This is an optimization exercise on Yosys and OpenROAD, whose aim is small area, a short achievable clock period and few clock cycles per item, not a production implementation.
RTL that was checked went through simulation tests only; none was proved equivalent to the original.
Only the layout flow was run in runs 3 and 5; the RTL was not checked for function there.

==> flow/design.v <==
module swap_endian #(
  parameter UNIT_WIDTH = 8,
  parameter UNIT_COUNT = 4
  ) (
    input wire [(UNIT_WIDTH*UNIT_COUNT)-1:0] src,
    output reg [(UNIT_WIDTH*UNIT_COUNT)-1:0] dst
  );
 integer i;
  always @* begin
    for (i = 0; i < UNIT_COUNT; i = i + 1) begin
      dst[(i * UNIT_WIDTH) +: UNIT_WIDTH] = src[((UNIT_COUNT - i) * UNIT_WIDTH - 1) -: UNIT_WIDTH];
    end
  end
endmodule
module sha256_k (
  input  wire [5:0]  idx,
  output reg  [31:0] k
  );
  always @* begin
    case (idx)
      6'd0: k = 32'h428a2f98;
      6'd1: k = 32'h71374491;
      6'd2: k = 32'hb5c0fbcf;
      6'd3: k = 32'he9b5dba5;
      6'd4: k = 32'h3956c25b;
      6'd5: k = 32'h59f111f1;
      6'd6: k = 32'h923f82a4;
      6'd7: k = 32'hab1c5ed5;
      6'd8: k = 32'hd807aa98;
      6'd9: k = 32'h12835b01;
      6'd10: k = 32'h243185be;
      6'd11: k = 32'h550c7dc3;
      6'd12: k = 32'h72be5d74;
      6'd13: k = 32'h80deb1fe;
      6'd14: k = 32'h9bdc06a7;
      6'd15: k = 32'hc19bf174;
      6'd16: k = 32'he49b69c1;
      6'd17: k = 32'hefbe4786;
      6'd18: k = 32'h0fc19dc6;
      6'd19: k = 32'h240ca1cc;
      6'd20: k = 32'h2de92c6f;
      6'd21: k = 32'h4a7484aa;
      6'd22: k = 32'h5cb0a9dc;
      6'd23: k = 32'h76f988da;
      6'd24: k = 32'h983e5152;
      6'd25: k = 32'ha831c66d;
      6'd26: k = 32'hb00327c8;
      6'd27: k = 32'hbf597fc7;
      6'd28: k = 32'hc6e00bf3;
      6'd29: k = 32'hd5a79147;
      6'd30: k = 32'h06ca6351;
      6'd31: k = 32'h14292967;
      6'd32: k = 32'h27b70a85;
      6'd33: k = 32'h2e1b2138;
      6'd34: k = 32'h4d2c6dfc;
      6'd35: k = 32'h53380d13;
      6'd36: k = 32'h650a7354;
      6'd37: k = 32'h766a0abb;
      6'd38: k = 32'h81c2c92e;
      6'd39: k = 32'h92722c85;
      6'd40: k = 32'ha2bfe8a1;
      6'd41: k = 32'ha81a664b;
      6'd42: k = 32'hc24b8b70;
      6'd43: k = 32'hc76c51a3;
      6'd44: k = 32'hd192e819;
      6'd45: k = 32'hd6990624;
      6'd46: k = 32'hf40e3585;
      6'd47: k = 32'h106aa070;
      6'd48: k = 32'h19a4c116;
      6'd49: k = 32'h1e376c08;
      6'd50: k = 32'h2748774c;
      6'd51: k = 32'h34b0bcb5;
      6'd52: k = 32'h391c0cb3;
      6'd53: k = 32'h4ed8aa4a;
      6'd54: k = 32'h5b9cca4f;
      6'd55: k = 32'h682e6ff3;
      6'd56: k = 32'h748f82ee;
      6'd57: k = 32'h78a5636f;
      6'd58: k = 32'h84c87814;
      6'd59: k = 32'h8cc70208;
      6'd60: k = 32'h90befffa;
      6'd61: k = 32'ha4506ceb;
      6'd62: k = 32'hbef9a3f7;
      default: k = 32'hc67178f2;
    endcase
  end
endmodule
module csa32 (
  input  wire [31:0] x,
  input  wire [31:0] y,
  input  wire [31:0] z,
  output wire [31:0] s,
  output wire [31:0] c
  );
  wire [31:0] m = (x & y) | (x & z) | (y & z);
  assign s = x ^ y ^ z;
  assign c = {m[30:0], 1'b0};
endmodule
module add32 (
  input  wire [31:0] x,
  input  wire [31:0] y,
  output reg  [31:0] s
  );
  reg [31:0] p, G, P;
  integer i, d;
  always @* begin
    p = x ^ y;
    G = x & y;
    P = p;
    for (d = 1; d < 32; d = d * 2)
      for (i = 2 * d - 1; i < 32; i = i + 2 * d) begin
        G[i] = G[i] | (P[i] & G[i - d]);
        P[i] = P[i] & P[i - d];
      end
    for (d = 8; d >= 1; d = d / 2)
      for (i = 3 * d - 1; i < 32; i = i + 2 * d) begin
        G[i] = G[i] | (P[i] & G[i - d]);
        P[i] = P[i] & P[i - d];
      end
    s[0] = p[0];
    for (i = 1; i < 32; i = i + 1)
      s[i] = p[i] ^ G[i - 1];
  end
endmodule
module bitcoin_miner (
  input wire clk,
  input wire rst,
  input wire start,
  input wire [255:0] first_block_hash,
  input wire [127:0] second_block,
  input wire [255:0] target,
  input wire [31:0]  max_nonce,
  output reg running,
  output reg found,
  output reg [31:0] nonce
  );
  localparam [255:0] IV = {
    32'h6a09e667, 32'hbb67ae85, 32'h3c6ef372, 32'ha54ff53a,
    32'h510e527f, 32'h9b05688c, 32'h1f83d9ab, 32'h5be0cd19};
  localparam [1:0] PH_IDLE = 2'd0;
  localparam [1:0] PH_RF   = 2'd1;
  localparam [1:0] PH_H1   = 2'd2;
  localparam [1:0] PH_H2   = 2'd3;
  reg [1:0] phase;
  reg [6:0] rnd;
  reg [31:0] kreg;
  reg hi_eq, hi_lt, lo_eq, lo_lt;
  reg [3:0] sel_t;
  reg [31:0] op_a, op_e;
  reg last_nonce;
  reg [31:0] a, b, c, d, e, f, g, h;
  reg [511:0] w;
  function [31:0] bswap;
    input [31:0] x;
    bswap = {x[7:0], x[15:8], x[23:16], x[31:24]};
  endfunction
  function [31:0] word;
    input [255:0] v;
    input integer i;
    word = v[255 - 32 * i -: 32];
  endfunction
  wire [31:0] sig1 = {e[5:0], e[31:6]} ^ {e[10:0], e[31:11]} ^ {e[24:0], e[31:25]};
  wire [31:0] sig0 = {a[1:0], a[31:2]} ^ {a[12:0], a[31:13]} ^ {a[21:0], a[31:22]};
  wire [31:0] ch   = (e & f) ^ (~e & g);
  wire [31:0] maj  = (a & b) | (a & c) | (b & c);
  wire [31:0] w0   = w[32*0 +: 32];
  wire [31:0] s_hkw, c_hkw, s_t, c_t, s_a1, c_a1, s_a2, c_a2, s_e1, c_e1, s_e2, c_e2;
  csa32 u_hkw (.x(h), .y(kreg), .z(w0), .s(s_hkw), .c(c_hkw));
  csa32 u_t   (.x(sig1), .y(sig0), .z(maj), .s(s_t), .c(c_t));
  csa32 u_a1  (.x(s_hkw), .y(c_hkw), .z(ch), .s(s_a1), .c(c_a1));
  csa32 u_a2  (.x(s_t), .y(c_t), .z(s_a1), .s(s_a2), .c(c_a2));
  wire [31:0] s_a3, c_a3;
  csa32 u_a3  (.x(s_a2), .y(c_a2), .z(c_a1), .s(s_a3), .c(c_a3));
  wire [31:0] a_new;
  assign a_new = s_a3 + c_a3;
  csa32 u_e1  (.x(d), .y(sig1), .z(ch), .s(s_e1), .c(c_e1));
  csa32 u_e2  (.x(s_hkw), .y(c_hkw), .z(s_e1), .s(s_e2), .c(c_e2));
  wire [31:0] s_e3, c_e3;
  csa32 u_e3  (.x(s_e2), .y(c_e2), .z(c_e1), .s(s_e3), .c(c_e3));
  wire [31:0] e_new;
  assign e_new = s_e3 + c_e3;
  wire [31:0] w1  = w[32*1  +: 32];
  wire [31:0] w9  = w[32*9  +: 32];
  wire [31:0] w14 = w[32*14 +: 32];
  wire [31:0] ss0 = {w1[6:0], w1[31:7]} ^ {w1[17:0], w1[31:18]} ^ {3'b000, w1[31:3]};
  wire [31:0] ss1 = {w14[16:0], w14[31:17]} ^ {w14[18:0], w14[31:19]} ^ {10'b0, w14[31:10]};
  wire [31:0] s_x1, c_x1, s_x2, c_x2, w_next;
  csa32 u_x1 (.x(w0), .y(w9), .z(ss1), .s(s_x1), .c(c_x1));
  csa32 u_x2 (.x(s_x1), .y(c_x1), .z(ss0), .s(s_x2), .c(c_x2));
  assign w_next = s_x2 + c_x2;
  reg [31:0] t_hi, t_lo;
  integer k;
  always @* begin
    t_hi = 32'h0; t_lo = 32'h0;
    for (k = 0; k < 4; k = k + 1) begin
      t_hi = t_hi | ({32{sel_t[k]}} & word(target, k));
      t_lo = t_lo | ({32{sel_t[k]}} & word(target, 4 + k));
    end
  end
  wire [31:0] ff_a, ff_e;
  assign ff_a = op_a + a;
  assign ff_e = op_e + e;
  wire [31:0] v_hi = bswap(ff_e);
  wire [31:0] v_lo = bswap(ff_a);
  wire hi_w_lt = v_hi < t_hi;
  wire hi_w_eq = v_hi == t_hi;
  wire lo_w_lt = v_lo < t_lo;
  wire lo_w_eq = v_lo == t_lo;
  wire first_w = sel_t[0];
  wire hi_lt_n = first_w ? hi_w_lt : (hi_lt | (hi_eq & hi_w_lt));
  wire hi_eq_n = first_w ? hi_w_eq : (hi_eq & hi_w_eq);
  wire lo_lt_n = first_w ? lo_w_lt : (lo_lt | (lo_eq & lo_w_lt));
  wire lo_eq_n = first_w ? lo_w_eq : (lo_eq & lo_w_eq);
  always @(posedge clk) begin
    hi_lt <= hi_lt_n; hi_eq <= hi_eq_n;
    lo_lt <= lo_lt_n; lo_eq <= lo_eq_n;
  end
  wire hit = hi_lt | (hi_eq & (lo_lt | lo_eq));
  wire in_h1 = (phase == PH_H1);
  wire in_h2 = (phase == PH_H2);
  wire in_rf = (phase == PH_RF);
  wire r61 = (rnd == 7'd61);
  wire r63 = (rnd == 7'd63);
  wire r64 = (rnd == 7'd64);
  wire r65 = (rnd == 7'd65);
  wire [31:0] nonce_inc = nonce + {31'd0, in_h2};
  reg load_h1, load_iv, early_stop;
  wire rej_now = first_w & ~(hi_w_lt | hi_w_eq);
  always @(posedge clk) begin
    if (rst) begin
      load_h1 <= 1'b0;
      load_iv <= 1'b0;
      early_stop <= 1'b0;
    end else begin
      load_h1 <= (in_h2 & r61 & rej_now & ~last_nonce) | (in_rf & r61);
      load_iv <= in_h1 & r63;
      early_stop <= in_h2 & r61 & rej_now & last_nonce;
    end
  end
  wire full_end  = in_h2 & r65;                     
  wire to_rf     = full_end & ~hit & ~last_nonce;
  wire stop      = early_stop | (full_end & (hit | last_nonce));
  wire start_ok  = (phase == PH_IDLE) & start;
  wire [6:0] rnd_inc = rnd + 7'd1;
  reg [6:0] rnd_nxt;
  always @* begin
    if (load_h1 | load_iv) rnd_nxt = 7'd0;
    else if (to_rf | start_ok) rnd_nxt = 7'd48;
    else rnd_nxt = rnd_inc;
  end
  wire [31:0] k_inc;
  sha256_k u_k (.idx(rnd_inc[5:0]), .k(k_inc));
  wire ff_nxt = phase[1] & ~load_h1 & ~load_iv & (rnd_inc >= 7'd61) & (rnd_inc <= 7'd64);
  reg [3:0] sel_nxt;
  reg [31:0] op_a_nxt, op_e_nxt;
  always @* begin
    op_a_nxt = 32'h0; op_e_nxt = 32'h0;
    for (k = 0; k < 4; k = k + 1) begin
      sel_nxt[k] = ff_nxt & (rnd_inc[1:0] == ((k + 1) & 3));
      if (in_h1) begin
        op_a_nxt = op_a_nxt | ({32{sel_nxt[k]}} & word(first_block_hash, 3 - k));
        op_e_nxt = op_e_nxt | ({32{sel_nxt[k]}} & word(first_block_hash, 7 - k));
      end else begin
        op_a_nxt = op_a_nxt | ({32{sel_nxt[k]}} & word(IV, 3 - k));
        op_e_nxt = op_e_nxt | ({32{sel_nxt[k]}} & word(IV, 7 - k));
      end
    end
  end
  always @(posedge clk) begin
    rnd <= rnd_nxt;
    kreg <= (load_h1 | load_iv) ? 32'h428a2f98 : k_inc;
    sel_t <= sel_nxt;
    op_a <= op_a_nxt;
    op_e <= op_e_nxt;
    last_nonce <= (nonce == max_nonce);
  end
  always @(posedge clk) begin
    if (rst) begin
      phase <= PH_IDLE;
      running <= 1'b0;
      found <= 1'b0;
    end else begin
      if (start_ok) begin
        phase <= PH_RF;
        running <= 1'b1;
        found <= 1'b0;
      end
      if (load_h1) phase <= PH_H1;
      if (load_iv) phase <= PH_H2;
      if (to_rf) phase <= PH_RF;
      if (stop) begin
        phase <= PH_IDLE;
        running <= 1'b0;
        found <= full_end & hit;
      end
    end
  end
  always @(posedge clk) begin
    if (start_ok) nonce <= bswap(second_block[31:0]);
    else if ((load_h1 & in_h2) | to_rf) nonce <= nonce_inc;
  end
  always @(posedge clk) begin
    if (load_h1) begin
      {a, b, c, d, e, f, g, h} <= first_block_hash;
    end else if (load_iv) begin
      {a, b, c, d, e, f, g, h} <= IV;
    end else begin
      a <= a_new; b <= a; c <= b; d <= c;
      e <= e_new; f <= e; g <= f; h <= g;
    end
  end
  reg [31:0] tail;
  always @* begin
    tail = w_next;
    if (in_h1 & (rnd >= 7'd57)) begin
      tail = (rnd == 7'd57) ? 32'h80000000 : r64 ? 32'h00000100 : 32'h0;
    end else if ((in_h2 | in_rf) & (rnd >= 7'd48)) begin
      case (rnd[5:0])
        6'd48:   tail = second_block[95:64];
        6'd49:   tail = second_block[63:32];
        6'd50:   tail = bswap(nonce_inc);
        6'd51:   tail = 32'h80000000;
        6'd62:   tail = 32'h00000280;
        default: tail = 32'h0;
      endcase
    end
  end
  wire h1_ff = in_h1 & (rnd >= 7'd61);
  reg [511:0] w_nxt;
  always @* begin
    w_nxt = {tail, w[511:32]};
    if (h1_ff) begin
      if (sel_t[0]) begin w_nxt[32*6 +: 32] = ff_a; w_nxt[32*10 +: 32] = ff_e; end
      if (sel_t[1]) begin w_nxt[32*4 +: 32] = ff_a; w_nxt[32*8  +: 32] = ff_e; end
      if (sel_t[2]) begin w_nxt[32*2 +: 32] = ff_a; w_nxt[32*6  +: 32] = ff_e; end
      if (sel_t[3]) begin w_nxt[32*0 +: 32] = ff_a; w_nxt[32*4  +: 32] = ff_e; end
    end
    if (load_h1) w_nxt[32*0 +: 32] = second_block[127:96];
  end
  always @(posedge clk) w <= w_nxt;
endmodule
==> flow/flow/run.sh <==
#!/bin/bash
# The standard layout, with the port buffers made of the smallest
# buffer cell instead of the flow's default delay buffer.
set -euo pipefail
bash standard.sh "BUFFER_PORTS_ARGS=-buffer_cell sky130_fd_sc_hd__buf_1" finish > standard.log 2>&1
==> flow/standard.sh <==
#!/bin/bash
# synth_recipe.tcl (not shown) runs the flow's synth.tcl, then flattens the netlist and writes it again
# the make line also repeats each setting of config.mk as NAME=value (left out here)
make -C /OpenROAD-flow-scripts/flow DESIGN_CONFIG=/design/flow/config.mk WORK_HOME=/design/flow/orfs CLKGATE_MAP_FILE= SYNTH_SCRIPT=/design/flow/synth_recipe.tcl "${@:-finish}"
==> flow/config.mk <==
export PLATFORM = sky130hd
export DESIGN_NAME = bitcoin_miner
export DESIGN_NICKNAME = bitcoin_miner
export VERILOG_FILES = /design/flow/design.v
export SDC_FILE = /design/flow/constraint.sdc
export NUM_CORES = 8
export LEC_CHECK = 0
export ABC_AREA = 1
export CAP_MARGIN = 20
export CORE_MARGIN = 2
export CORE_UTILIZATION = 40
export CTS_CLUSTER_DIAMETER = 80
export CTS_CLUSTER_SIZE = 24
export SETUP_SLACK_MARGIN = 4.0
export SLEW_MARGIN = 20
export SYNTH_HIERARCHICAL = 1
==> flow/constraint.sdc <==
create_clock -name core_clock -period 8.5 [get_ports {clk}]
set_input_delay 1.7000 -clock core_clock [delete_from_list [all_inputs] [get_ports {clk}]]
set_output_delay 1.7000 -clock core_clock [all_outputs]
set_load 0.01 [all_outputs]
==> results.ini, run 1 <==
[place]
routabilityCongestion=1.05
buffer_ports.inserted=708
dp_hpwl_um=245000
dp.cells=9348
dpl-instance-area_mm2=0.0596

[synthesis]
synthFlopType=sky130_fd_sc_hd__dfxtp_1
ys_seq_elements=919
postSynthCellCount=7114
ys_types=56
synth_compound_gate_area_share=0.138
ys_async_sr_fraction=0
post_synth_and_or_nand_nor_area_fraction=0.235
synth_enable_flop_cells=32
largest_family_of_logic_cells_by_synthesized_area=simple AND/OR/NAND/NOR gates
synth_xor_xnor_area_share=0.0486
post_synth_instance_area_mm2=0.0555
syn_nets=8345
synth_fa_ha_area_frac=0.173
synth_mux_area_frac=0.000361
ys_warns=8
synth.avg_cell_area_um2=7.80
synth_seq_area_share=0.337

[clock_network]
h-tree-depth=2
cts_hold_repair.buffers=0
clock_tree_from_tritoncts=done
cts.path.max_buffers=3
clkLatencyLatePin_ns=0.75
cts_root_buffer=sky130_fd_sc_hd__clkbuf_16
clock_sinks=919
cts.reportedPaths.clkPinSlew_ns=0.09
cts_bufs_inserted=60

[grt]
grt_pass1_wl_um=411000
antenna_found_initial=62
overflow=0
maximum_number_of_pins_on_one_net_before_global_route_repair=103
vias_in_the_first_global_route=51500
gr-usage-all-layers=0.417

[floorplanning]
die-area_mm2=0.142
io_pins=709
start_util=0.403
chip_height_um=377
fp.dieW_um=377
design.core.area_mm2=0.138
core.rowCount=136

[sta]
report.final.hold_viol_count=0
grt_setup_unrepaired=yes
fmaxAchievable_ghz=0.222
timing.final.crit_period_ns=4.50
worst_pin_slew_ns=1.37
setup_viol_count_final=0
skew_ns=0.0759
tns_ns=0
timing.final.max_slew_violations=0
period_share=0.529
max_slew_margin=0.0835

[route]
route.final.wire_length_um=304000
detail_route.first_pass.iterations=6
via_per_inst=5.84
drt_first_iter_violations=6993
routed-via-count=55600
drc=0
antenna_violating_nets_post_route=0
detail_routed_net_length_per_standard_cell_um=31.9

[setup_path]
worstSetupPathType=reg2reg
timing.critical_path.to_type=flip-flop
worst_ep_arrival_time_ns=5.09
startpoint_type=flip-flop
critical_path.max_fanout=5
required_ns=9.09

[final_layout]
instances_no_fill=9522
drive_above_1_share=0.0682
area_growth_syn_to_layout_pct=13.5
stdcell_area_mm2=0.0630
number_of_nets_in_the_final_layout=8887
sequential_cell_area_mm2=0.0189
multi_input_comb_area_mm2=0.0339
fillCellCount=14000

[run]
drv_cap=0

[outcome]
run_status=no timing/DRC/antenna violations

[worst_hold_path]
worstHoldPathType=reg2reg

==> synthesized netlist by cell type (26+ instances only) <==
cell type | count | area [um2]
sky130_fd_sc_hd__nand2_1 | 1809 | 6790
sky130_fd_sc_hd__dfxtp_1 | 887 | 17800
sky130_fd_sc_hd__inv_1 | 582 | 2180
sky130_fd_sc_hd__nand3_1 | 549 | 2750
sky130_fd_sc_hd__o21ai_0 | 490 | 2450
sky130_fd_sc_hd__nor2_1 | 435 | 1630
sky130_fd_sc_hd__a21oi_1 | 351 | 1760
sky130_fd_sc_hd__fa_1 | 315 | 6310
sky130_fd_sc_hd__xnor2_1 | 256 | 2240
sky130_fd_sc_hd__ha_1 | 241 | 3020
sky130_fd_sc_hd__clkbuf_1 | 232 | 871
sky130_fd_sc_hd__a22o_1 | 125 | 1090
sky130_fd_sc_hd__nand4_1 | 96 | 601
sky130_fd_sc_hd__o22a_1 | 84 | 736
sky130_fd_sc_hd__nor3_1 | 70 | 350
sky130_fd_sc_hd__a221oi_1 | 66 | 578
sky130_fd_sc_hd__buf_2 | 58 | 290
sky130_fd_sc_hd__xor2_1 | 52 | 455
sky130_fd_sc_hd__or2_2 | 50 | 313
sky130_fd_sc_hd__edfxtp_1 | 32 | 961
sky130_fd_sc_hd__maj3_1 | 31 | 310
sky130_fd_sc_hd__o211ai_1 | 31 | 233
sky130_fd_sc_hd__o21bai_1 | 26 | 195
==> repair_timing <==
item	4_1_cts	5_1_grt
pin swaps	11	14
setup buffers	15	20
setup endpoints to repair	86	72
cloned	2	0
gates resized for setup	118	156
==> layout by cell type, fill, tap and decap left out, types with 233 or more instances in the layout <==
| cell type | n |
|---|---|
| sky130_fd_sc_hd__a21oi_1 | 341 |
| sky130_fd_sc_hd__buf_1 | 706 |
| sky130_fd_sc_hd__dfxtp_1 | 799 |
| sky130_fd_sc_hd__fa_1 | 315 |
| sky130_fd_sc_hd__ha_1 | 233 |
| sky130_fd_sc_hd__inv_1 | 578 |
| sky130_fd_sc_hd__nand2_1 | 1796 |
| sky130_fd_sc_hd__nand3_1 | 548 |
| sky130_fd_sc_hd__nor2_1 | 421 |
| sky130_fd_sc_hd__o21ai_0 | 451 |
==> worst max-delay path, stage by stage, from the launching register on <==
cell and delay (ns):
sky130_fd_sc_hd__dfxtp_4 0.43, sky130_fd_sc_hd__xnor2_2 0.20, sky130_fd_sc_hd__xnor2_4 0.39, sky130_fd_sc_hd__fa_1 0.49, sky130_fd_sc_hd__fa_1 0.46, sky130_fd_sc_hd__fa_1 0.48, sky130_fd_sc_hd__ha_1 0.40, sky130_fd_sc_hd__nand2_1 0.08
sky130_fd_sc_hd__inv_1 0.18, sky130_fd_sc_hd__nand2_1 0.12, sky130_fd_sc_hd__nand2_2 0.17, sky130_fd_sc_hd__nand2_1 0.07, sky130_fd_sc_hd__nand2_1 0.17, sky130_fd_sc_hd__nand2_1 0.15, sky130_fd_sc_hd__nand2_2 0.17, sky130_fd_sc_hd__nand2_1 0.11
sky130_fd_sc_hd__nand2_1 0.07, sky130_fd_sc_hd__nand2_1 0.05, sky130_fd_sc_hd__nand3_1 0.08, sky130_fd_sc_hd__nand2_1 0.06
==> through the flow <==
step,worst slack (ns),hold WS [ns],utilization
3_5_place_dp,2.90,0.312,0.433
4_1_cts,3.97,0.323,0.452
5_1_grt,3.92,0.320,0.457
2_1_floorplan,4.63,0.310,-
3_3_place_gp,2.62,0.310,0.432
6_report,4.00,0.319,0.458
==> per-layer routing <==
metal,GRT usage,routed length [um],up-vias
li1,-,-,24600
met1,0.544,122000,26900
met2,0.611,126000,3379
met3,0.118,32900,709
met4,0.254,22000,42
met5,0,271,-
==> state kept, by name, indices dropped and copies added (netlist names), 7 cells and up <==
name and cells:
a 32, b 32, c 32, d 32, e 32, f 32
g 32, h 32, kreg 32, nonce 32, op_a 32, op_e 32
rnd 7, w 512
==> path summary, 6_finish.rpt <==
kind / from / to / slack, ns / depth (start not counted)
worst max-delay path: e[7] / e[23] / 4.00 / 19
worst min-delay path: w[156] / w[124] / 0.32 / 0
worst max register to register: e[7] / e[23] / 4.00 / 19
worst min register to register: w[156] / w[124] / 0.32 / 0
==> cells by family (layout without fill, tap and decap cells) <==
group / count (synthesis) / count (layout)
buf+inv: 931 / 1508
xor+xnor: 308 / 308
mux: 2 / 2
simple gates: 3094 / 3095
compound gates: 1263 / 1264
fa+ha+maj: 587 / 587
other cells: 10 / 45
flops: 919 / 919
==> layout make-up <==
type / instances / area share
clock buffers: 64 / 0.0246
diodes: 35 / 0.00139
clock inverters: 35 / 0.00907
well taps: 1794 / 0.0356
flip-flops and latches: 919 / 0.300
repair buffers: 808 / 0.0559
multi-input cells: 5266 / 0.537
inverters: 601 / 0.0361
==> modules after synthesis, one instance, submodules excluded <==
module         area, um2  times used  cells inside  flops+latches
sha256_k            2880           1           597              0
csa32                667          10            42              0
bitcoin_miner      46000           1          6097            919
Testbench counts, summed over its fixed seeds: cycles 242,107, nonces 1,887.
==> run 2: changes to the inputs <==
--- a/flow/config.mk
+++ b/flow/config.mk
@@ -11,6 +11,6 @@
 export CORE_UTILIZATION = 40
 export CTS_CLUSTER_DIAMETER = 80
 export CTS_CLUSTER_SIZE = 24
-export SETUP_SLACK_MARGIN = 4.0
+export SETUP_SLACK_MARGIN = 5.0
 export SLEW_MARGIN = 20
 export SYNTH_HIERARCHICAL = 1
==> run 2 against run 1 <==
Clock skew shrank 0.0085 ns. Synthesized cell count is the same. First-iteration DRC count grew 0.34%. Routed wire length shrank 1.2%. Global-route usage shrank 0.85 points. Via count grew 2.3%. Sequential share of layout area shrank 2.4 points. Critical path type unchanged. Highest routed layer unchanged.
==> results.ini, run 2 <==
[outcome]
run_status=no timing/DRC/antenna violations  ; unchanged

[sta]
report.final.hold_viol_count=0  ; unchanged
tns_ns=0  ; unchanged
setup_viol_count_final=0  ; unchanged
fmaxAchievable_ghz=0.242  ; was 0.222 GHz
timing.final.crit_period_ns=4.14  ; was 4.50 ns
period_share=0.487  ; was 0.529
skew_ns=0.0674  ; was 0.0759 ns
timing.final.max_slew_violations=0  ; unchanged
max_slew_margin=0.205  ; was 0.0835
grt_setup_unrepaired=yes  ; unchanged
worst_pin_slew_ns=1.19  ; was 1.37 ns
hold_ws_ns=0.326  ; was 0.319 ns

[synthesis]
postSynthCellCount=7114  ; unchanged
post_synth_instance_area_mm2=0.0555  ; unchanged
synth_enable_flop_cells=32  ; unchanged
syn_nets=8345  ; unchanged
synth.avg_cell_area_um2=7.80  ; unchanged
synth_common_cells=sky130_fd_sc_hd__nand2_1 (1809), sky130_fd_sc_hd__dfxtp_1 (887), sky130_fd_sc_hd__inv_1 (582)  ; unchanged
ys_seq_elements=919  ; unchanged
synth_top_cell_area_share=0.320  ; unchanged
synthFlopType=sky130_fd_sc_hd__dfxtp_1  ; unchanged
ys_async_sr_fraction=0  ; unchanged
largest_cells_by_area_after_synthesis=sky130_fd_sc_hd__dfxtp_1 (32%), sky130_fd_sc_hd__nand2_1 (12%), sky130_fd_sc_hd__fa_1 (11%)  ; unchanged
synth_seq_area_share=0.337  ; unchanged
synth_top_cell_by_area=sky130_fd_sc_hd__dfxtp_1  ; unchanged
ys_types=56  ; unchanged
ys_warns=8  ; unchanged
synthMostInstantiatedCell=sky130_fd_sc_hd__nand2_1  ; unchanged

[setup_path]
critical_path.max_fanout=6  ; was 5
critPathSlowestCell=sky130_fd_sc_hd__fa_1  ; unchanged
crit_chain=xnor2_1 > xnor2_2 > fa_1 > fa_1 > fa_1 > ha_4 > inv_1 > o21ai_0 > o21bai_1 > nand2_1 > nand2_1 > a21oi_2 > nand2_1 > nand2_1 > nand3_2 > nand2_1 > inv_1  ; was xnor2_2 > xnor2_4 > fa_1 > fa_1 > fa_1 > ha_1 > nand2_1 > inv_1 > nand2_1 > nand2_2 > nand2_1 > nand2_1 > nand2_1 > nand2_2 > nand2_1 > nand2_1 > nand2_1 > nand3_1 > nand2_1
ff2ff_setup_slack_ns=4.36  ; was 4.00 ns
worst_ep_arrival_time_ns=4.72  ; was 5.09 ns
timing.critical_path.buf_inv=2  ; was 1
crit_path_frequent_cell=sky130_fd_sc_hd__nand2_1  ; unchanged
startpoint_type=flip-flop  ; unchanged
timing.critical_path.to_type=flip-flop  ; unchanged
worstSetupPathType=reg2reg  ; unchanged
required_ns=9.08  ; was 9.09 ns
critPathMaxStageDelay_ns=0.62  ; was 0.49 ns
timing.critical_path.max_delay_family=adder cells  ; unchanged

[route]
via_per_inst=5.85  ; was 5.84
drt_first_iter_violations=7017  ; was 6993
route.final.wire_length_um=300000  ; was 304000 um
routed-via-count=56900  ; was 55600
antenna_violating_nets_post_route=0  ; unchanged
drc=0  ; unchanged
detail_route.first_pass.iterations=8  ; was 6
detail_routed_net_length_per_standard_cell_um=30.9  ; was 31.9 um

[clock_network]
cts_root_buffer=sky130_fd_sc_hd__clkbuf_16  ; unchanged
clock_tree_from_tritoncts=done  ; unchanged
cts_hold_repair.buffers=0  ; unchanged
cts.reportedPaths.clkPinSlew_ns=0.10  ; was 0.09 ns
clock_sinks=919  ; unchanged
clkLatencyLatePin_ns=0.74  ; was 0.75 ns
cts_bufs_inserted=58  ; was 60
h-tree-depth=2  ; unchanged
cts.path.max_buffers=3  ; unchanged

[floorplanning]
io_pins=709  ; unchanged
die-area_mm2=0.142  ; unchanged
design.core.area_mm2=0.138  ; unchanged
start_util=0.403  ; unchanged
fp.dieW_um=377  ; unchanged
core.rowCount=136  ; unchanged
chip_height_um=377  ; unchanged

[grt]
vias_in_the_first_global_route=52700  ; was 51500
maximum_number_of_pins_on_one_net_before_global_route_repair=139  ; was 103
overflow=0  ; unchanged
gr-usage-all-layers=0.409  ; was 0.417
antenna_found_initial=59  ; was 62
grt_pass1_wl_um=407000  ; was 411000 um

[final_layout]
drive_above_1_share=0.197  ; was 0.0682
number_of_nets_in_the_final_layout=9097  ; was 8887
area_growth_syn_to_layout_pct=25.2  ; was 13.5%
utilization=0.505  ; was 0.458
stdcell_area_mm2=0.0695  ; was 0.0630 mm2
largest_register_ffs=512  ; unchanged
layout_commonest_cell=sky130_fd_sc_hd__nand2_1  ; unchanged
largest_register=w  ; unchanged
layout_common_cells=sky130_fd_sc_hd__nand2_1 (1616), sky130_fd_sc_hd__dfxtp_1 (738), sky130_fd_sc_hd__buf_1 (706), sky130_fd_sc_hd__inv_1 (534), sky130_fd_sc_hd__nand3_1 (501)  ; was sky130_fd_sc_hd__nand2_1 (1796), sky130_fd_sc_hd__dfxtp_1 (799), sky130_fd_sc_hd__buf_1 (706), sky130_fd_sc_hd__inv_1 (578), sky130_fd_sc_hd__nand3_1 (548)
fillCellCount=13500  ; was 14000

[worst_hold_path]
worstHoldPathType=reg2reg  ; unchanged

[place]
buffer_ports.inserted=708  ; unchanged
dp_hpwl_um=239000  ; was 245000 um
routabilityCongestion=1.04  ; was 1.05
dpl-instance-area_mm2=0.0603  ; was 0.0596 mm2

[run]
drv_cap=0  ; unchanged

[run 2: what timing repair did]
action | 4_1_cts | 5_1_grt
gates cloned | 2 | 0
pin swaps | 193 | 230
endpoints found under the setup margin | 231 | 161
gates resized for setup | 880 | 550
hold endpoints to repair | 0 | 0
setup buffers | 151 | 98
[run 2: area by class of cell]
cell class | count | area [um2] | share of cell area
multi-input combinational | 5265 | 38400 | 0.552
sequential | 919 | 19200 | 0.276
timing repair buffer | 1020 | 5370 | 0.0773
inverter | 601 | 2320 | 0.0333
tap | 1794 | 2240 | 0.0323
clock buffer | 63 | 1500 | 0.0216
clock inverter | 31 | 452 | 0.00650
antenna | 33 | 82.6 | 0.00119
timing repair inverter | 1 | 7.51 | 0.000108
[run 2: modules after synthesis (local to each module, per instance)]
module / flip-flops and latches / times used / cells / cell area (um2)
bitcoin_miner: 919 / 1 / 6097 / 46000
csa32: 0 / 10 / 42 / 667
sha256_k: 0 / 1 / 597 / 2880
[run 2: cells by family (layout without fill, tap and decap cells)]
| family | count (synthesis) | in the layout | share of synthesized area |
|---|---|---|---|
| mux | 2 | 2 | 0.000361 |
| buf+inv | 931 | 1716 | 0.0666 |
| flops | 919 | 919 | 0.337 |
| compound gates | 1263 | 1263 | 0.138 |
| other cells | 10 | 43 | 0.000676 |
| fa+ha+maj | 587 | 587 | 0.173 |
| simple gates | 3094 | 3095 | 0.235 |
| xor+xnor | 308 | 308 | 0.0486 |
[run 2: worst register-to-register path, cell delays in order, from the launching register on]
cell                       delay [ns]
sky130_fd_sc_hd__dfxtp_4         0.49
sky130_fd_sc_hd__xnor2_1         0.15
sky130_fd_sc_hd__xnor2_2         0.43
sky130_fd_sc_hd__fa_1            0.51
sky130_fd_sc_hd__fa_1            0.42
sky130_fd_sc_hd__fa_1            0.62
sky130_fd_sc_hd__ha_4            0.24
sky130_fd_sc_hd__inv_1           0.12
sky130_fd_sc_hd__o21ai_0         0.13
sky130_fd_sc_hd__o21bai_1        0.22
sky130_fd_sc_hd__nand2_1         0.07
sky130_fd_sc_hd__nand2_1         0.07
sky130_fd_sc_hd__a21oi_2         0.17
sky130_fd_sc_hd__nand2_1         0.07
sky130_fd_sc_hd__nand2_1         0.07
sky130_fd_sc_hd__nand3_2         0.07
sky130_fd_sc_hd__nand2_1         0.10
sky130_fd_sc_hd__inv_1           0.04
[run 2: metrics by stage]
step / instances / worst slack, ns
5_1_grt: 9714 / 4.34
3_3_place_gp: 9345 / 3.26
6_report: 9727 / 4.36
2_1_floorplan: 7114 / 4.96
3_5_place_dp: 9345 / 3.26
4_1_cts: 9592 / 4.47
[run 2: final timing paths]
check | cells after the start | endpoint | from
hold / removal | 0 | w[62] | w[94]
hold reg to reg | 0 | w[62] | w[94]
setup reg to reg | 17 | a[30] | a[5]
setup / recovery | 17 | a[30] | a[5]
[run 2: per-layer routing]
metal	vias up	routed length, um	GRT usage
met5	-	212	0
met4	34	22900	0.251
li1	25000	-	-
met3	713	34000	0.103
met2	3506	123000	0.588
met1	27700	120000	0.548
==> run 3: changes to the inputs <==
--- a/flow/design.v
+++ b/flow/design.v
@@ -241,7 +241,7 @@
   wire to_rf     = full_end & ~hit & ~last_nonce;
   wire stop      = early_stop | (full_end & (hit | last_nonce));
   wire start_ok  = (phase == PH_IDLE) & start;
-  wire [6:0] rnd_inc = rnd + 7'd1;
+  reg [6:0] rnd_inc;
   reg [6:0] rnd_nxt;
   always @* begin
     if (load_h1 | load_iv) rnd_nxt = 7'd0;
@@ -268,6 +268,7 @@
   end
   always @(posedge clk) begin
     rnd <= rnd_nxt;
+    rnd_inc <= rnd_nxt + 7'd1;
     kreg <= (load_h1 | load_iv) ? 32'h428a2f98 : k_inc;
     sel_t <= sel_nxt;
     op_a <= op_a_nxt;
--- a/flow/config.mk
+++ b/flow/config.mk
@@ -11,6 +11,6 @@
 export CORE_UTILIZATION = 40
 export CTS_CLUSTER_DIAMETER = 80
 export CTS_CLUSTER_SIZE = 24
-export SETUP_SLACK_MARGIN = 5.0
+export SETUP_SLACK_MARGIN = 4.5
 export SLEW_MARGIN = 20
 export SYNTH_HIERARCHICAL = 1
==> run 3 against run 2 <==
Still clean on timing, DRC and antenna. Worst setup slack improved by 0.091 ns. Routed wire length shrank 2.2%. Non-clock buffer count is 134 lower. Hold slack got worse by 0.010 ns. Critical path depth shrank 2. Utilization down 3.1 points. Fmax is 2.2% higher.
==> results.ini, run 3 <==
[synthesis]
synth_top_cell_area_share=0.315  ; was 0.320
synth_enable_flop_cells=32  ; unchanged
ys_warns=8  ; unchanged
ys_seq_elements=926  ; was 919
synthMostInstantiatedCell=sky130_fd_sc_hd__nand2_1  ; unchanged
synth_common_cells=sky130_fd_sc_hd__nand2_1 (2114), sky130_fd_sc_hd__dfxtp_1 (894), sky130_fd_sc_hd__inv_1 (744)  ; was sky130_fd_sc_hd__nand2_1 (1809), sky130_fd_sc_hd__dfxtp_1 (887), sky130_fd_sc_hd__inv_1 (582)
largest_cells_by_area_after_synthesis=sky130_fd_sc_hd__dfxtp_1 (31%), sky130_fd_sc_hd__nand2_1 (14%), sky130_fd_sc_hd__fa_1 (11%)  ; was sky130_fd_sc_hd__dfxtp_1 (32%), sky130_fd_sc_hd__nand2_1 (12%), sky130_fd_sc_hd__fa_1 (11%)
ys_types=61  ; was 56
ys_async_sr_fraction=0  ; unchanged
synth.avg_cell_area_um2=7.61  ; was 7.80 um2
postSynthCellCount=7480  ; was 7114
synth_top_cell_by_area=sky130_fd_sc_hd__dfxtp_1  ; unchanged
synthFlopType=sky130_fd_sc_hd__dfxtp_1  ; unchanged
synth_seq_area_share=0.331  ; was 0.337
post_synth_instance_area_mm2=0.0569  ; was 0.0555 mm2
syn_nets=8708  ; was 8345

[route]
drt_first_iter_violations=7415  ; was 7017
detail_routed_net_length_per_standard_cell_um=29.2  ; was 30.9 um
antenna_violating_nets_post_route=0  ; unchanged
drc=0  ; unchanged
route.final.wire_length_um=294000  ; was 300000 um
routed-via-count=57400  ; was 56900
detail_route.first_pass.iterations=8  ; unchanged
via_per_inst=5.70  ; was 5.85

[run]
drv_cap=0  ; unchanged

[final_layout]
layout_commonest_cell=sky130_fd_sc_hd__nand2_1  ; unchanged
largest_register=w  ; unchanged
layout_common_cells=sky130_fd_sc_hd__nand2_1 (2047), sky130_fd_sc_hd__dfxtp_1 (774), sky130_fd_sc_hd__inv_1 (737), sky130_fd_sc_hd__buf_1 (708), sky130_fd_sc_hd__nand3_1 (491)  ; was sky130_fd_sc_hd__nand2_1 (1616), sky130_fd_sc_hd__dfxtp_1 (738), sky130_fd_sc_hd__buf_1 (706), sky130_fd_sc_hd__inv_1 (534), sky130_fd_sc_hd__nand3_1 (501)
drive_above_1_share=0.112  ; was 0.197
stdcell_area_mm2=0.0670  ; was 0.0695 mm2
area_growth_syn_to_layout_pct=17.8  ; was 25.2%
number_of_nets_in_the_final_layout=9345  ; was 9097
instances_no_fill=10100  ; was 9727
largest_register_ffs=512  ; unchanged

[sta]
worst_pin_slew_ns=1.14  ; was 1.19 ns
hold_ws_ns=0.316  ; was 0.326 ns
max_slew_margin=0.234  ; was 0.205
timing.final.crit_period_ns=4.05  ; was 4.14 ns
period_share=0.476  ; was 0.487
setup_viol_count_final=0  ; unchanged
skew_ns=0.0319  ; was 0.0674 ns
timing.final.max_slew_violations=0  ; unchanged
tns_ns=0  ; unchanged
grt_setup_unrepaired=yes  ; unchanged
fmaxAchievable_ghz=0.247  ; was 0.242 GHz
report.final.hold_viol_count=0  ; unchanged

[clock_network]
cts_root_buffer=sky130_fd_sc_hd__clkbuf_16  ; unchanged
cts_hold_repair.buffers=0  ; unchanged
cts.reportedPaths.clkPinSlew_ns=0.09  ; was 0.10 ns
clkLatencyLatePin_ns=0.75  ; was 0.74 ns
cts_bufs_inserted=61  ; was 58
clock_tree_from_tritoncts=done  ; unchanged
clock_sinks=926  ; was 919
cts.path.max_buffers=3  ; unchanged
h-tree-depth=2  ; unchanged

[setup_path]
required_ns=9.13  ; was 9.08 ns
crit_chain=xnor2_1 > xnor2_1 > fa_1 > fa_1 > fa_1 > ha_4 > nand2_2 > nor4_4 > nand2_4 > nand2_4 > nand2_1 > nand2_1 > nand2_1 > nand3_1 > nand2_1  ; was xnor2_1 > xnor2_2 > fa_1 > fa_1 > fa_1 > ha_4 > inv_1 > o21ai_0 > o21bai_1 > nand2_1 > nand2_1 > a21oi_2 > nand2_1 > nand2_1 > nand3_2 > nand2_1 > inv_1
critPathSlowestCell=sky130_fd_sc_hd__dfxtp_2  ; was sky130_fd_sc_hd__fa_1
timing.critical_path.buf_inv=0  ; was 2
timing.critical_path.to_type=flip-flop  ; unchanged
critical_path.max_fanout=6  ; unchanged
worst_ep_arrival_time_ns=4.68  ; was 4.72 ns
startpoint_type=flip-flop  ; unchanged
timing.critical_path.max_delay_family=adder cells  ; unchanged
worstSetupPathType=reg2reg  ; unchanged
crit_path_frequent_cell=sky130_fd_sc_hd__nand2_1  ; unchanged
critPathMaxStageDelay_ns=0.58  ; was 0.62 ns

[place]
dp.cells=9827  ; was 9345
buffer_ports.inserted=708  ; unchanged
routabilityCongestion=1.09  ; was 1.04
dp_hpwl_um=239000  ; about the same
dpl-instance-area_mm2=0.0611  ; was 0.0603 mm2

[outcome]
run_status=no timing/DRC/antenna violations  ; unchanged

[grt]
grt_pass1_wl_um=401000  ; was 407000 um
vias_in_the_first_global_route=53100  ; was 52700
overflow=0  ; unchanged
maximum_number_of_pins_on_one_net_before_global_route_repair=69  ; was 139
gr-usage-all-layers=0.388  ; was 0.409
antenna_found_initial=34  ; was 59

[worst_hold_path]
worstHoldPathType=reg2reg  ; unchanged

[floorplanning]
design.core.area_mm2=0.141  ; was 0.138 mm2
die-area_mm2=0.145  ; was 0.142 mm2
chip_height_um=381  ; was 377 um
start_util=0.402  ; was 0.403
io_pins=709  ; unchanged
fp.dieW_um=381  ; was 377 um
core.rowCount=138  ; was 136

## run 3: worst paths after layout
kind | to | slack, ns | depth (start not counted) | from
setup / recovery | a[31] | 4.45 | 15 | a[26]
hold reg to reg | w[233] | 0.32 | 0 | w[265]
hold / removal | w[233] | 0.32 | 0 | w[265]
setup reg to reg | a[31] | 4.45 | 15 | a[26]
## run 3: logic make-up after synthesis
logic type,Yosys count,share of synthesized area
and+or+nand+nor,3444,0.253
DFF,926,0.331
buffers and inverters,1079,0.0753
adders and majority gates,584,0.169
AOI/OAI and AO/OA,1132,0.124
xor gates and xnor gates,305,0.0469
other,10,0.000660
## run 3: metrics by stage
stage / setup slack [ns] / utilization
2_1_floorplan: 4.70 / -
3_3_place_gp: 3.08 / 0.432
3_5_place_dp: 3.11 / 0.432
4_1_cts: 4.45 / 0.457
5_1_grt: 4.34 / 0.474
6_report: 4.45 / 0.474
## run 3: repair_timing
| action | 4_1_cts | 5_1_grt |
|---|---|---|
| endpoints found under the setup margin | 125 | 78 |
| gates cloned | 0 | 0 |
| pin swaps | 30 | 122 |
| buffers inserted | 39 | 77 |
| endpoints found under the hold margin | 0 | 0 |
| gates resized for setup | 353 | 395 |
## run 3: layer usage
layer | part of all wire | vias to the layer above | global-route usage | wire (um)
li1 | - | 25600 | - | -
met1 | 0.40 | 27600 | 0.525 | 118000
met2 | 0.42 | 3593 | 0.570 | 122000
met3 | 0.12 | 624 | 0.104 | 35300
met4 | 0.060 | 34 | 0.188 | 17500
met5 | 0.00077 | - | 0 | 227
## run 3: Yosys stat by module (local to each module, per instance)
module         times used  cells inside  cell area, um2  flip-flops and latches
bitcoin_miner           1          6458           47200                     926
csa32                  10            42             667                       0
sha256_k                1           602            2990                       0
## run 3: cell type report
class                      count  area [um2]
antenna                       11        27.5
inverter                     767        2920
fill                       14200       74400
clock inverter                37         593
multi-input combinational   5475       36200
sequential                   926       19200
tap                         1890        2360
timing repair buffer         886        4170
clock buffer                  65        1580
==> run 4: changes to the inputs <==
--- a/flow/design.v
+++ b/flow/design.v
@@ -241,7 +241,7 @@
   wire to_rf     = full_end & ~hit & ~last_nonce;
   wire stop      = early_stop | (full_end & (hit | last_nonce));
   wire start_ok  = (phase == PH_IDLE) & start;
-  reg [6:0] rnd_inc;
+  wire [6:0] rnd_inc = rnd + 7'd1;
   reg [6:0] rnd_nxt;
   always @* begin
     if (load_h1 | load_iv) rnd_nxt = 7'd0;
@@ -268,7 +268,6 @@
   end
   always @(posedge clk) begin
     rnd <= rnd_nxt;
-    rnd_inc <= rnd_nxt + 7'd1;
     kreg <= (load_h1 | load_iv) ? 32'h428a2f98 : k_inc;
     sel_t <= sel_nxt;
     op_a <= op_a_nxt;
==> run 4 against run 3 <==
Hold slack improved by 0.0018 ns. Non-clock buffer count rose by 110. First-iteration DRC count fell by 5.5%. Fmax fell by 2.1%. Routed wire length rose by 4.7%. Sequential cell count fell by 7. Cell count fell by 3.6%. Register-to-register slack got worse by 0.09 ns. Global-route usage rose by 3.3 points. Area after synthesis fell by 2.4%. Critical path type unchanged. Highest routed layer unchanged.
==> results.ini, run 4 <==
[synthesis]
ys_seq_elements=919  ; was 926
synth_enable_flop_cells=32  ; unchanged
ys_types=56  ; was 61
synthMostInstantiatedCell=sky130_fd_sc_hd__nand2_1  ; unchanged
ys_warns=8  ; unchanged
largest_cells_by_area_after_synthesis=sky130_fd_sc_hd__dfxtp_1 (32%), sky130_fd_sc_hd__nand2_1 (12%), sky130_fd_sc_hd__fa_1 (11%)  ; was sky130_fd_sc_hd__dfxtp_1 (31%), sky130_fd_sc_hd__nand2_1 (14%), sky130_fd_sc_hd__fa_1 (11%)
synth_seq_area_share=0.337  ; was 0.331
synth_top_cell_area_share=0.320  ; was 0.315
syn_nets=8345  ; was 8708
post_synth_instance_area_mm2=0.0555  ; was 0.0569 mm2
postSynthCellCount=7114  ; was 7480
synth.avg_cell_area_um2=7.80  ; was 7.61 um2
synth_common_cells=sky130_fd_sc_hd__nand2_1 (1809), sky130_fd_sc_hd__dfxtp_1 (887), sky130_fd_sc_hd__inv_1 (582)  ; was sky130_fd_sc_hd__nand2_1 (2114), sky130_fd_sc_hd__dfxtp_1 (894), sky130_fd_sc_hd__inv_1 (744)
synthFlopType=sky130_fd_sc_hd__dfxtp_1  ; unchanged
ys_async_sr_fraction=0  ; unchanged
synth_top_cell_by_area=sky130_fd_sc_hd__dfxtp_1  ; unchanged

[clock_network]
cts_bufs_inserted=60  ; was 61
cts_root_buffer=sky130_fd_sc_hd__clkbuf_16  ; unchanged
clock_sinks=919  ; was 926
clock_tree_from_tritoncts=done  ; unchanged
h-tree-depth=2  ; unchanged
cts.path.max_buffers=3  ; unchanged
cts.reportedPaths.clkPinSlew_ns=0.09  ; about the same
cts_hold_repair.buffers=0  ; unchanged
clkLatencyLatePin_ns=0.75  ; about the same

[setup_path]
worstSetupPathType=reg2reg  ; unchanged
worst_ep_arrival_time_ns=4.75  ; was 4.68 ns
timing.critical_path.to_type=flip-flop  ; unchanged
critical_path.max_fanout=5  ; was 6
worst_r2r_path_depth=19  ; was 15
required_ns=9.11  ; was 9.13 ns
critical_path.startpoint=e[7]  ; was a[26]
rr_startpoint=e[7]  ; was a[26]
startpoint_type=flip-flop  ; unchanged

[route]
route.final.wire_length_um=307000  ; was 294000 um
routed-via-count=56600  ; was 57400
antenna_violating_nets_post_route=0  ; unchanged
drc=0  ; unchanged
via_per_inst=5.83  ; was 5.70
detail_routed_net_length_per_standard_cell_um=31.7  ; was 29.2 um
detailroute.wirelength.met2_um=127000  ; was 122000 um
drt-met1-wl_um=122000  ; was 118000 um
top_layer_used=met5  ; unchanged
detail_route.first_pass.iterations=6  ; was 8
wl_met3_um=33900  ; was 35300 um
drt_first_iter_violations=7005  ; was 7415

[final_layout]
layout_common_cells=sky130_fd_sc_hd__nand2_1 (1715), sky130_fd_sc_hd__dfxtp_1 (762), sky130_fd_sc_hd__buf_1 (706), sky130_fd_sc_hd__inv_1 (551), sky130_fd_sc_hd__nand3_1 (532)  ; was sky130_fd_sc_hd__nand2_1 (2047), sky130_fd_sc_hd__dfxtp_1 (774), sky130_fd_sc_hd__inv_1 (737), sky130_fd_sc_hd__buf_1 (708), sky130_fd_sc_hd__nand3_1 (491)
fillCellCount=13500  ; was 14200
sequential_cell_area_mm2=0.0191  ; was 0.0192 mm2
stdcell_area_mm2=0.0678  ; was 0.0670 mm2
largest_register=w  ; unchanged
layout_commonest_cell=sky130_fd_sc_hd__nand2_1  ; unchanged
drive_above_1_share=0.153  ; was 0.112
largest_register_ffs=512  ; unchanged
multi_input_comb_area_mm2=0.0368  ; was 0.0362 mm2
number_of_nets_in_the_final_layout=9075  ; was 9345
area_growth_syn_to_layout_pct=22.2  ; was 17.8%

[floorplanning]
die-area_mm2=0.142  ; was 0.145 mm2
core.rowCount=136  ; was 138
fp.dieW_um=377  ; was 381 um
start_util=0.403  ; was 0.402
io_pins=709  ; unchanged
chip_height_um=377  ; was 381 um
design.core.area_mm2=0.138  ; was 0.141 mm2

[worst_hold_path]
holdCritStartpoint=w[156]  ; was w[265]
worstHoldPathType=reg2reg  ; unchanged
hold_path_depth=0  ; unchanged

[sta]
max_slew_margin=0.167  ; was 0.234
timing.final.max_slew_violations=0  ; unchanged
grt_setup_unrepaired=yes  ; unchanged
tns_ns=0  ; unchanged
timing.final.crit_period_ns=4.14  ; was 4.05 ns
skew_ns=0.0726  ; was 0.0319 ns
period_share=0.487  ; was 0.476
worst_pin_slew_ns=1.24  ; was 1.14 ns
report.final.hold_viol_count=0  ; unchanged
hold_ws_ns=0.318  ; was 0.316 ns
setup_viol_count_final=0  ; unchanged
fmaxAchievable_ghz=0.242  ; was 0.247 GHz

[grt]
overflow=0  ; unchanged
antenna_found_initial=55  ; was 34
vias_in_the_first_global_route=52500  ; was 53100
grt_pass1_wl_um=415000  ; was 401000 um
gr-usage-all-layers=0.421  ; was 0.388
maximum_number_of_pins_on_one_net_before_global_route_repair=103  ; was 69

[run]
drv_cap=0  ; unchanged

[place]
routabilityCongestion=1.05  ; was 1.09
dpl-instance-area_mm2=0.0596  ; was 0.0611 mm2
buffer_ports.inserted=708  ; unchanged
dp_hpwl_um=245000  ; was 239000 um

[outcome]
run_status=no timing/DRC/antenna violations  ; unchanged

## run 4: cell count changes after synthesis, moves of 11 or more
cell	change
sky130_fd_sc_hd__a21boi_0	-27
sky130_fd_sc_hd__clkbuf_1	+25
sky130_fd_sc_hd__nand4_1	-18
sky130_fd_sc_hd__o211ai_1	+15
sky130_fd_sc_hd__nor3_1	+11
sky130_fd_sc_hd__a21oi_1	+26
sky130_fd_sc_hd__nand3_1	+39
sky130_fd_sc_hd__inv_1	-162
sky130_fd_sc_hd__nor2_1	-65
sky130_fd_sc_hd__o21ai_0	+130
sky130_fd_sc_hd__nand3b_1	-17
sky130_fd_sc_hd__nand2_1	-305
sky130_fd_sc_hd__o21a_1	+17
sky130_fd_sc_hd__a22oi_1	-22
## run 4: per-stage QoR
stage	std cells	util	setup slack (ns)
global placement	9346	0.432	2.62
finish	9699	0.493	4.36
detailed placement	9348	0.433	2.90
floorplan	7114	-	4.63
global route	9684	0.492	4.30
CTS	9560	0.472	4.35
## run 4: final cells by class
type / count / share of cell area
multi-input cells: 5266 / 0.543
flip-flops and latches: 919 / 0.281
repair buffers: 996 / 0.0768
inverters: 601 / 0.0338
well taps: 1794 / 0.0331
clock buffers: 64 / 0.0228
clock inverters: 35 / 0.00843
diodes: 24 / 0.000885
## run 4: worst max-delay path, stage by stage, from the launching register on
cell and delay (ns):
sky130_fd_sc_hd__dfxtp_4 0.42, sky130_fd_sc_hd__buf_6 0.14, sky130_fd_sc_hd__buf_12 0.12, sky130_fd_sc_hd__nand2_4 0.06
sky130_fd_sc_hd__o21ai_4 0.08, sky130_fd_sc_hd__fa_1 0.58, sky130_fd_sc_hd__fa_2 0.48, sky130_fd_sc_hd__fa_1 0.57
sky130_fd_sc_hd__ha_4 0.25, sky130_fd_sc_hd__a21oi_4 0.28, sky130_fd_sc_hd__o21ai_4 0.12, sky130_fd_sc_hd__a21oi_2 0.12
sky130_fd_sc_hd__o21ai_1 0.07, sky130_fd_sc_hd__buf_4 0.18, sky130_fd_sc_hd__nand2_2 0.07, sky130_fd_sc_hd__nand2_1 0.06
sky130_fd_sc_hd__nand2_1 0.10, sky130_fd_sc_hd__nand3_2 0.13, sky130_fd_sc_hd__nand2_2 0.12, sky130_fd_sc_hd__inv_1 0.04
## run 4: path summary, 6_finish.rpt
path | to | slack, ns
min | w[124] | 0.32
max | e[18] | 4.36
min reg2reg | w[124] | 0.32
max reg2reg | e[18] | 4.36
## run 4: timing repair
| item | CTS | global route |
|---|---|---|
| buffers inserted | 111 | 113 |
| pin swaps | 92 | 213 |
| resized for setup | 601 | 467 |
| cloned | 2 | 0 |
| endpoints found under the setup margin | 151 | 139 |
## run 4: metal layers
metal,up-vias,track usage
met2,3379,0.608
met3,810,0.126
met1,27300,0.542
met5,-,0
li1,25000,-
met4,60,0.278
## run 4: kinds of logic after synthesis
logic type | after synthesis | share of synthesized area
AND/OR/NAND/NOR | 3094 | 0.235
buffers and inverters | 931 | 0.0666
adder cells (fa/ha/maj) | 587 | 0.173
other | 10 | 0.000676
multiplexers | 2 | 0.000361
flip-flops | 919 | 0.337
AO/OA/AOI/OAI | 1263 | 0.138
XOR/XNOR | 308 | 0.0486
## run 4: Yosys stat by module (local to each module, per instance)
module         cells inside  flip-flops and latches
bitcoin_miner          6097                     919
sha256_k                597                       0
csa32                    42                       0
Testbench counts of run 4, summed over its fixed seeds: cycles 242,107, nonces 1,887.
==> run 5: changes to the inputs <==
--- a/flow/design.v
+++ b/flow/design.v
@@ -241,7 +241,7 @@
   wire to_rf     = full_end & ~hit & ~last_nonce;
   wire stop      = early_stop | (full_end & (hit | last_nonce));
   wire start_ok  = (phase == PH_IDLE) & start;
-  wire [6:0] rnd_inc = rnd + 7'd1;
+  reg [6:0] rnd_inc;
   reg [6:0] rnd_nxt;
   always @* begin
     if (load_h1 | load_iv) rnd_nxt = 7'd0;
@@ -268,6 +268,7 @@
   end
   always @(posedge clk) begin
     rnd <= rnd_nxt;
+    rnd_inc <= rnd_nxt + 7'd1;
     kreg <= (load_h1 | load_iv) ? 32'h428a2f98 : k_inc;
     sel_t <= sel_nxt;
     op_a <= op_a_nxt;
--- a/flow/config.mk
+++ b/flow/config.mk
@@ -9,8 +9,8 @@
 export CAP_MARGIN = 20
 export CORE_MARGIN = 2
 export CORE_UTILIZATION = 40
-export CTS_CLUSTER_DIAMETER = 80
-export CTS_CLUSTER_SIZE = 24
+export CTS_CLUSTER_DIAMETER = 90
+export CTS_CLUSTER_SIZE = 28
 export SETUP_SLACK_MARGIN = 4.5
 export SLEW_MARGIN = 20
 export SYNTH_HIERARCHICAL = 1
==> run 5 against run 4 <==
Still clean. Sequential cell count is 7 higher. Area after synthesis is 2.5% higher. Sequential share of layout area is 0.66 points higher. Die area is 2.5% higher. Worst setup slack better by 0.047 ns. Largest cell class unchanged.
==> results.ini, run 5 <==
[synthesis]
synth_seq_area_share=0.331  ; was 0.337
post_synth_instance_area_mm2=0.0569  ; was 0.0555 mm2
synth_top_cell_area_share=0.315  ; was 0.320
synth.avg_cell_area_um2=7.61  ; was 7.80 um2
synthMostInstantiatedCell=sky130_fd_sc_hd__nand2_1  ; unchanged
synthFlopType=sky130_fd_sc_hd__dfxtp_1  ; unchanged
ys_seq_elements=926  ; was 919
synth_top_cell_by_area=sky130_fd_sc_hd__dfxtp_1  ; unchanged
ys_async_sr_fraction=0  ; unchanged
syn_nets=8708  ; was 8345
postSynthCellCount=7480  ; was 7114
ys_types=61  ; was 56
synth_enable_flop_cells=32  ; unchanged
ys_warns=8  ; unchanged
largest_cells_by_area_after_synthesis=sky130_fd_sc_hd__dfxtp_1 (31%), sky130_fd_sc_hd__nand2_1 (14%), sky130_fd_sc_hd__fa_1 (11%)  ; was sky130_fd_sc_hd__dfxtp_1 (32%), sky130_fd_sc_hd__nand2_1 (12%), sky130_fd_sc_hd__fa_1 (11%)
synth_common_cells=sky130_fd_sc_hd__nand2_1 (2114), sky130_fd_sc_hd__dfxtp_1 (894), sky130_fd_sc_hd__inv_1 (744)  ; was sky130_fd_sc_hd__nand2_1 (1809), sky130_fd_sc_hd__dfxtp_1 (887), sky130_fd_sc_hd__inv_1 (582)

[floorplanning]
fp.dieW_um=381  ; was 377 um
start_util=0.402  ; was 0.403
chip_height_um=381  ; was 377 um
design.core.area_mm2=0.141  ; was 0.138 mm2
core.rowCount=138  ; was 136
io_pins=709  ; unchanged
die-area_mm2=0.145  ; was 0.142 mm2

[clock_network]
clkLatencyLatePin_ns=0.74  ; was 0.75 ns
clock_tree_from_tritoncts=done  ; unchanged
clock_sinks=926  ; was 919
cts_root_buffer=sky130_fd_sc_hd__clkbuf_16  ; unchanged
cts.path.max_buffers=3  ; unchanged
h-tree-depth=2  ; unchanged
cts_bufs_inserted=48  ; was 60
cts.reportedPaths.clkPinSlew_ns=0.11  ; was 0.09 ns

[final_layout]
instances_no_fill=10000  ; was 9699
number_of_nets_in_the_final_layout=9338  ; was 9075
drive_above_1_share=0.111  ; was 0.153
utilization=0.471  ; was 0.493
layout_commonest_cell=sky130_fd_sc_hd__nand2_1  ; unchanged
layout_common_cells=sky130_fd_sc_hd__nand2_1 (2045), sky130_fd_sc_hd__dfxtp_1 (771), sky130_fd_sc_hd__inv_1 (738), sky130_fd_sc_hd__buf_1 (708), sky130_fd_sc_hd__nand3_1 (491)  ; was sky130_fd_sc_hd__nand2_1 (1715), sky130_fd_sc_hd__dfxtp_1 (762), sky130_fd_sc_hd__buf_1 (706), sky130_fd_sc_hd__inv_1 (551), sky130_fd_sc_hd__nand3_1 (532)
largest_register_ffs=512  ; unchanged
area_growth_syn_to_layout_pct=17.0  ; was 22.2%
largest_register=w  ; unchanged

[setup_path]
worst_ep_arrival_time_ns=4.70  ; was 4.75 ns
startpoint_type=flip-flop  ; unchanged
worstSetupPathType=reg2reg  ; unchanged
required_ns=9.11  ; about the same
timing.critical_path.to_type=flip-flop  ; unchanged
critical_path.max_fanout=6  ; was 5

[route]
route.final.wire_length_um=293000  ; was 307000 um
drc=0  ; unchanged
via_per_inst=5.69  ; was 5.83
drt_first_iter_violations=7658  ; was 7005
antenna_violating_nets_post_route=0  ; unchanged
routed-via-count=57100  ; was 56600
detail_route.first_pass.iterations=6  ; unchanged
detail_routed_net_length_per_standard_cell_um=29.2  ; was 31.7 um

[sta]
tns_ns=0  ; unchanged
hold_ws_ns=0.321  ; was 0.318 ns
timing.final.crit_period_ns=4.09  ; was 4.14 ns
worst_pin_slew_ns=1.13  ; was 1.24 ns
report.final.hold_viol_count=0  ; unchanged
skew_ns=0.0375  ; was 0.0726 ns
grt_setup_unrepaired=yes  ; unchanged
fmaxAchievable_ghz=0.245  ; was 0.242 GHz
period_share=0.481  ; was 0.487
max_slew_margin=0.242  ; was 0.167
timing.final.max_slew_violations=0  ; unchanged
setup_viol_count_final=0  ; unchanged

[place]
dp.cells=9827  ; was 9348
dp_hpwl_um=239000  ; was 245000 um
buffer_ports.inserted=708  ; unchanged
routabilityCongestion=1.09  ; was 1.05

[grt]
gr-usage-all-layers=0.387  ; was 0.421
grt_pass1_wl_um=401000  ; was 415000 um
overflow=0  ; unchanged
vias_in_the_first_global_route=52800  ; was 52500
antenna_found_initial=33  ; was 55
maximum_number_of_pins_on_one_net_before_global_route_repair=69  ; was 103

[worst_hold_path]
worstHoldPathType=reg2reg  ; unchanged

[outcome]
run_status=no timing/DRC/antenna violations  ; unchanged

[run]
drv_cap=0  ; unchanged

## run 5: cells by family after synthesis
kind of cell | synth area share
adder cells (fa/ha/maj) | 0.169
XOR/XNOR | 0.0469
AO/OA/AOI/OAI | 0.124
AND/OR/NAND/NOR | 0.253
buffers and inverters | 0.0753
flip-flops | 0.331
other | 0.000660
## run 5: critical path: stages (launching register included)
cell                      delay (ns)
sky130_fd_sc_hd__dfxtp_2        0.52
sky130_fd_sc_hd__xnor2_1        0.13
sky130_fd_sc_hd__xnor2_1        0.42
sky130_fd_sc_hd__fa_1           0.50
sky130_fd_sc_hd__fa_2           0.55
sky130_fd_sc_hd__fa_1           0.46
sky130_fd_sc_hd__ha_4           0.37
sky130_fd_sc_hd__nand2_4        0.09
sky130_fd_sc_hd__nor4_4         0.33
sky130_fd_sc_hd__nand2_2        0.14
sky130_fd_sc_hd__nand2_4        0.11
sky130_fd_sc_hd__nand2_1        0.07
sky130_fd_sc_hd__nand2_1        0.07
sky130_fd_sc_hd__nand2_1        0.04
sky130_fd_sc_hd__nand3_1        0.10
sky130_fd_sc_hd__nand2_1        0.07
## run 5: modules after synthesis, one instance, submodules excluded
module         area (um2)  flip-flops and latches  copies in the design  cells inside
bitcoin_miner       47200                     926                     1          6458
csa32                 667                       0                    10            42
sha256_k             2990                       0                     1           602
## run 5: metrics by stage
step,instance area (um2),setup slack (ns)
floorplan,56900,4.70
global route,66600,4.35
finish,66600,4.41
global placement,61100,3.08
CTS,64200,4.44
detailed placement,61100,3.11
## run 5: metal layers
layer	vias up	routed length (um)	global-route usage
li1	25500	-	-
met4	34	17900	0.187
met1	27400	117000	0.523
met5	-	238	0
met2	3488	122000	0.569
met3	646	35800	0.108
## run 5: final timing paths
kind          start      to  slack, ns  cells after the start
max           a[21]   a[31]       4.41                     15
min          w[145]  w[113]       0.32                      0
max reg2reg   a[21]   a[31]       4.41                     15
min reg2reg  w[145]  w[113]       0.32                      0
## run 5: final cells by class
cell class	count	area [um2]
inverters	767	2920
flip-flops and latches	926	19200
clock inverters	23	379
diodes	10	25.0
fillers	14200	74800
well taps	1890	2360
repair buffers	892	4180
multi-input cells	5475	36300
clock buffers	51	1220
## run 5: repair_timing
action,4_1_cts,5_1_grt
pin swaps,33,129
setup buffers,37,85
gates resized for setup,369,388
setup endpoints to repair,127,80
hold buffers,0,0

separate check: timing with driven ports:
Ports are ideal in the flow. The routed layouts listed here were re-timed in OpenROAD. Step 1 sets driving cells, clkbuf_16 on the clock port and buf_2 on the other inputs (assumed; they add their load-dependent delay and slew). Step 2 also shifts input and output timing later by t, the mid clock arrival at the registers, as if the neighbouring blocks saw the same clock. Three values: ideal, step 1, step 2; two values: the first two.
run	t (ns)	slack for setup (ns)	cell pins on the clock port's net
run 1	0.803	4.000 / 4.000 / 3.997	1
run 2	0.785	4.360 / 4.360 / 4.135	1
run 3	0.805	4.451 / 4.451 / 4.339	1
run 4	0.806	4.365 / 4.365 / 4.111	1
run 5	0.791	4.412 / 4.412 / 4.358	1
After both steps setup and hold are still met in every run listed. For run 4, which loses most, drivers alone change the setup slack by 0.000 ns; drivers and shift together by -0.254 ns.
